Background: an optimization exercise with open tools, aiming at small area. Do not read the settings as production practice. RTL that was checked went through simulation tests only; none was proved equivalent to the original. Power and IR drop assume default switching activity.

==> job 5326 <==
// N64_CTRL
module N64_CTRL(
input         PCLK,
input         PRESERN,
input         PSEL,
input         PENABLE,
input         PWRITE,
input  [31:0] PADDR,
input  [31:0] PWDATA,
output [31:0] PRDATA,
output        PREADY,
output        PSLVERR,
input         FIFO_FULL,
input         FIFO_EMPTY,
input         SIN,
input         N64_IN,
output        N64_OUT,
output        N64_OE,
output        SOUT,
output        FABINT,
output [4:0]  DEBUG
);
==> module apb_switch, before the edit <==
module apb_switch(
input PCLK,
input PRESERN,
input PSEL,
input PENABLE,
output PREADY,
output PSLVERR,
input PWRITE,
input [31:0] PADDR,
input wire [31:0] PWDATA,
output reg [31:0] PRDATA,
output EN
);
assign PSLVERR = 0;
assign PREADY = 1;
wire write_enable = (PENABLE & PWRITE & PSEL & (PADDR[15:0] == 16'h1000));
reg EN_REG;
assign EN = EN_REG;
always @(posedge PCLK) begin
    if(~PRESERN) begin
        EN_REG <= 0;
    end
    else begin
        PRDATA[31:1]    <= 0;
        PRDATA[0]       <= EN_REG;
        if(write_enable) begin
            EN_REG      <= PWDATA[0];
        end
    end
end
endmodule
==> module N64_TO_UART, before the edit <==
module N64_TO_UART(EN, PCLK, PRESETN, FIFO_FULL, FIFO_EMPTY, SIN, SOUT, FABINT, N64_IN, N64_OUT, N64_OE, DEBUG);
input            EN, PCLK, PRESETN, FIFO_FULL, FIFO_EMPTY, SIN;
input            N64_IN;
output           N64_OUT;
output           N64_OE;
output reg       SOUT;
output reg       FABINT;
output wire[4:0] DEBUG;
reg[33:0]       CMD_REG;
reg             CMD_REG_SHIFT;
reg[31:0]       GP_CNT_REG;
reg             GP_CNT_RESET;
reg[2:0]        PREV_STATE_REG;
reg[2:0]        STATE_REG;
reg[2:0]        NEXT_STATE;
reg[1:0] FIFO_FULL_SYNC_REG;
always @(posedge PCLK) begin
    FIFO_FULL_SYNC_REG <= {FIFO_FULL_SYNC_REG[0], FIFO_FULL};
    FABINT <= 1'b0;
    if(FIFO_FULL_SYNC_REG == 2'b01) begin
        FABINT <= 1'b1;
    end
end
assign DEBUG[0] = N64_INOUT;
assign DEBUG[1] = CMD_REG[0];
assign DEBUG[4:2] = STATE_REG;
reg               N64_WIRE;
reg               N64_DRIVE;
assign N64_OUT = N64_WIRE;
assign N64_OE = N64_DRIVE;
wire N64_INOUT = N64_DRIVE ? N64_WIRE : N64_IN;
wire BIT_SENT = (GP_CNT_REG == 32'd96);
wire CMD_SENT =  BIT_SENT & (CMD_REG == {1'b1, 32'hD1111111, 1'b0});
wire STALL_COMPLETE = (STATE_REG == 3'b011);
wire RESPONSE_TIMEOUT = (GP_CNT_REG > 32'd24000000); 
wire STATE_CHANGE = (STATE_REG != PREV_STATE_REG);
always @(posedge PCLK) begin
    if(~PRESETN) begin
        PREV_STATE_REG <= 3'b100;
        STATE_REG <= 3'b100;
        GP_CNT_REG <= 0;
        CMD_REG <= {1'b0, 32'hE8888888, 1'b1};
    end
    else begin
        STATE_REG <= NEXT_STATE;
        PREV_STATE_REG <= STATE_REG;
        if(CMD_REG_SHIFT) begin
            CMD_REG <= {CMD_REG[0], CMD_REG[33:1]};
        end
        if(STATE_CHANGE | GP_CNT_RESET) begin
            GP_CNT_REG <= 0;
        end
        else begin
            GP_CNT_REG <= GP_CNT_REG + 1;
        end
    end
end
always @(*) begin
    SOUT = 1'b1;
    N64_WIRE = CMD_REG[0];
    N64_DRIVE = 1'b0;
    NEXT_STATE = STATE_REG;
    GP_CNT_RESET = STATE_CHANGE;
    CMD_REG_SHIFT = 1'b0;
    if(~EN) begin
        NEXT_STATE = 3'b100;
    end
    else begin
        case(STATE_REG)
            3'b000 : begin
                N64_DRIVE = 1'b1;
                if(CMD_SENT) begin
                    NEXT_STATE = 3'b001;
                end
                if(BIT_SENT) begin
                    GP_CNT_RESET = 1'b1;
                    CMD_REG_SHIFT = 1'b1;
                end
            end
            3'b001 : begin
                SOUT = N64_IN;  
                if(RESPONSE_TIMEOUT) begin
                    NEXT_STATE = 3'b000;
                end
                if(FIFO_FULL) begin
                    NEXT_STATE = 3'b010;
                end
            end
            3'b010 : begin
                if(FIFO_EMPTY) begin
                    NEXT_STATE = 3'b011;
                end
            end
            3'b011 : begin
               if(STALL_COMPLETE) begin
                   NEXT_STATE = 3'b000;
               end
           end
            3'b100 : begin
                if(EN) begin
                    NEXT_STATE = 3'b000;
                end
            end
        endcase
    end
end
endmodule
clock: 8.0 ns
lec_check: 0
cap_margin: 20
core_margin: 2
core_utilization: 40
slew_margin: 20
run.sh (not shown) runs the stock make flow with config.mk's settings and CLKGATE_MAP_FILE= SYNTH_SCRIPT=/design/flow/synth_recipe.tcl, a recipe that flattens the netlist after the stock synthesis.
==> inputs of job 6195, as changes to job 5326 <==
==> flow/design.v (replaced) <==
module apb_switch(
input PCLK,
input PRESERN,
input PSEL,
input PENABLE,
output PREADY,
output PSLVERR,
input PWRITE,
input [31:0] PADDR,
input wire [31:0] PWDATA,
output [31:0] PRDATA,
output EN
);
assign PSLVERR = 1'b0;
assign PREADY = 1'b1;
wire write_enable = PENABLE & PWRITE & PSEL & (PADDR[15:0] == 16'h1000);
reg EN_REG;
assign EN = EN_REG;
assign PRDATA = {31'b0, EN_REG};
always @(posedge PCLK) begin
    if(~PRESERN)
        EN_REG <= 1'b0;
    else if(write_enable)
        EN_REG <= PWDATA[0];
end
endmodule
module N64_TO_UART(EN, PCLK, PRESETN, FIFO_FULL, FIFO_EMPTY, SIN, SOUT, FABINT, N64_IN, N64_OUT, N64_OE, DEBUG);
input            EN, PCLK, PRESETN, FIFO_FULL, FIFO_EMPTY, SIN;
input            N64_IN;
output           N64_OUT;
output           N64_OE;
output           SOUT;
output reg       FABINT;
output wire[4:0] DEBUG;
localparam [2:0] S_CMD     = 3'b000;
localparam [2:0] S_RESPOND = 3'b001;
localparam [2:0] S_READ    = 3'b010;
localparam [2:0] S_STALL   = 3'b011;
localparam [2:0] S_IDLE    = 3'b100;
reg [1:0] ff_sync;
always @(posedge PCLK) begin
    ff_sync <= {ff_sync[0], FIFO_FULL};
    FABINT  <= ff_sync[0] & ~ff_sync[1];
end
reg  [2:0]  state;
reg         chg;       
reg  [5:0]  idx;       
reg  [24:0] gp;        
reg         sat;       
reg  [2:0]  nxt;
localparam [24:0] GP_96  = 25'h10aaaff;
localparam [24:0] GP_24M = 25'h0efacbb;
wire in_cmd   = (state == S_CMD);
wire in_resp  = (state == S_RESPOND);
wire bit_sent = (gp == GP_96) & ~sat;
wire last     = idx[5] & idx[0];           
wire shift    = EN & in_cmd & bit_sent;
wire clr      = ~PRESETN | chg | shift;
wire cmd0 = (idx[1:0] == 2'b00) | (idx[5:1] == 5'b01111);
always @(*) begin
    nxt = state;
    if(~EN)
        nxt = S_IDLE;
    else
        case(state)
            S_CMD:     if(bit_sent & last) nxt = S_RESPOND;
            S_RESPOND: if(FIFO_FULL) nxt = S_READ; else if(sat) nxt = S_CMD;
            S_READ:    if(FIFO_EMPTY) nxt = S_STALL;
            S_STALL:   nxt = S_CMD;
            S_IDLE:    nxt = S_CMD;
            default:   nxt = state;
        endcase
end
always @(posedge PCLK) begin
    if(~PRESETN) begin
        state <= S_IDLE;
        chg   <= 1'b0;
        idx   <= 6'd0;
    end
    else begin
        state <= nxt;
        chg   <= (nxt != state);
        if(shift)
            idx <= last ? 6'd0 : idx + 6'd1;
    end
    gp  <= ~({25{clr}} | {gp[23:0], gp[24] ^ gp[21]});
    sat <= ~clr & (sat | (gp == GP_24M));
end
assign N64_OE   = EN & in_cmd;
assign N64_OUT  = cmd0;
assign SOUT     = ~(EN & in_resp) | N64_IN;
assign DEBUG    = {state, cmd0, N64_OE ? cmd0 : N64_IN};
endmodule
module N64_CTRL(
input         PCLK,
input         PRESERN,
input         PSEL,
input         PENABLE,
input         PWRITE,
input  [31:0] PADDR,
input  [31:0] PWDATA,
output [31:0] PRDATA,
output        PREADY,
output        PSLVERR,
input         FIFO_FULL,
input         FIFO_EMPTY,
input         SIN,
input         N64_IN,
output        N64_OUT,
output        N64_OE,
output        SOUT,
output        FABINT,
output [4:0]  DEBUG
);
wire EN;
apb_switch apb_switch_0(
    .PCLK    (PCLK),
    .PRESERN (PRESERN),
    .PSEL    (PSEL),
    .PENABLE (PENABLE),
    .PREADY  (PREADY),
    .PSLVERR (PSLVERR),
    .PWRITE  (PWRITE),
    .PADDR   (PADDR),
    .PWDATA  (PWDATA),
    .PRDATA  (PRDATA),
    .EN      (EN)
);
N64_TO_UART N64_TO_UART_0(
    .EN         (EN),
    .PCLK       (PCLK),
    .PRESETN    (PRESERN),
    .FIFO_FULL  (FIFO_FULL),
    .FIFO_EMPTY (FIFO_EMPTY),
    .SIN        (SIN),
    .SOUT       (SOUT),
    .FABINT     (FABINT),
    .N64_IN     (N64_IN),
    .N64_OUT    (N64_OUT),
    .N64_OE     (N64_OE),
    .DEBUG      (DEBUG)
);
endmodule
==> flow/flow/run.sh (new file) <==
#!/bin/bash
# Standard ORFS layout with these changes: the tie cells are not split per load
# (one tie cell per constant value), ports are buffered with buf_1, and the
# clock tree is built without dummy loads from large sink clusters.
set -euo pipefail
bash standard.sh finish \
  SKIP_REPAIR_TIE_FANOUT=1 \
  "BUFFER_PORTS_ARGS=-buffer_cell sky130_fd_sc_hd__buf_1" \
  "CTS_ARGS=-sink_clustering_enable -sink_clustering_size 50 -sink_clustering_max_diameter 500 -buf_list sky130_fd_sc_hd__clkbuf_8 -dont_use_dummy_load -repair_clock_nets" \
  > flow_make.log 2>&1
==> flow/standard.sh (new file) <==
#!/bin/bash
# synth_recipe.tcl (not shown) runs the flow's synth.tcl, then flattens the netlist and writes it again
# the make line also repeats each setting of config.mk as NAME=value (left out here)
make -C /OpenROAD-flow-scripts/flow DESIGN_CONFIG=/design/flow/config.mk WORK_HOME=/design/flow/orfs CLKGATE_MAP_FILE= SYNTH_SCRIPT=/design/flow/synth_recipe.tcl "${@:-finish}"
- ABC_AREA: default -> 1
removed: flow/run.sh
==> notes.md <==
| metric | job 6195 | job 5326 |
|---|---|---|
| Number of buffers inserted during clock tree synthesis | 5 | 9 |
| Outcome | timing/DRC/antenna clean | timing/DRC/antenna clean |
| Multi-input gate share of the layout cell area | 40.5% | 44.7% |
| Core Util, Final | 41.9% | 46.1% |
| Clock latency on the worst-skew pair | 290 ps | 350 ps |
| Fin Clk Skew | 9.85 ps | 11.6 ps |
| WP depth | 4 | 3 |
| Fraction of the mapped netlist area in compound gates | 4.54% | 9.33% |
| Number of standard cells after synthesis | 270 | 434 |
| Pre-CTS setup slack | 4380 ps | 3120 ps |
| GP Congestion | 0.785 | 0.816 |
| Net switching power figure | 0.0893 mW | 0.166 mW |
| End of the critical path | DEBUG[0] | SOUT |
| Total Wirelength | 3230 µm | 6980 µm |
| Global routing met1 resource utilization | 17.1% | 19.3% |
| Yosys reg bits | 40 | 77 |
| Effective utilization at floorplan | 42.0% | 40.5% |
| FF+latch area | 801 µm² | 1550 µm² |
| Worst setup slack after layout | 4380 ps | 3120 ps |
| GR Util met3 | 3.75% | 4.32% |
| Post-Synth Simple-Gate Area | 32.9% | 29.0% |
| Clock group total power | 0.117 mW | 0.333 mW |
No functional check of the RTL was part of job 6195.

[afterwards: timing with drivers on the ports]
How much do the figures lean on ideal ports? The routed layouts below were timed once more, with nothing changed but the port constraints. Step 1 assumes that a clkbuf_16 drives the clock port and a buf_2 every other input. Step 2 times the ports against the registers' clock, not the clock port: input delays grow and output delays shrink by t, the midpoint of the rising clock arrivals with the driver on. a / b / c = ideal / step 1 / step 2; a / b = the first two.
run	shift t [ns]	slack for setup (ns)	worst setup path at the end	clock arrival spread, ns	worst slew at a driven data input, ns
job 5326	0.378	3.121 / 3.101 / 3.101	input to output	0.011 / 0.011	0.03
job 6195	0.312	4.379 / 4.357 / 4.357	input to output	0.009 / 0.010	0.03
After both steps every run listed still meets setup and hold. The setup slack of job 6195, which loses most, moves by -0.022 ns with the drivers and by -0.022 ns with both steps.
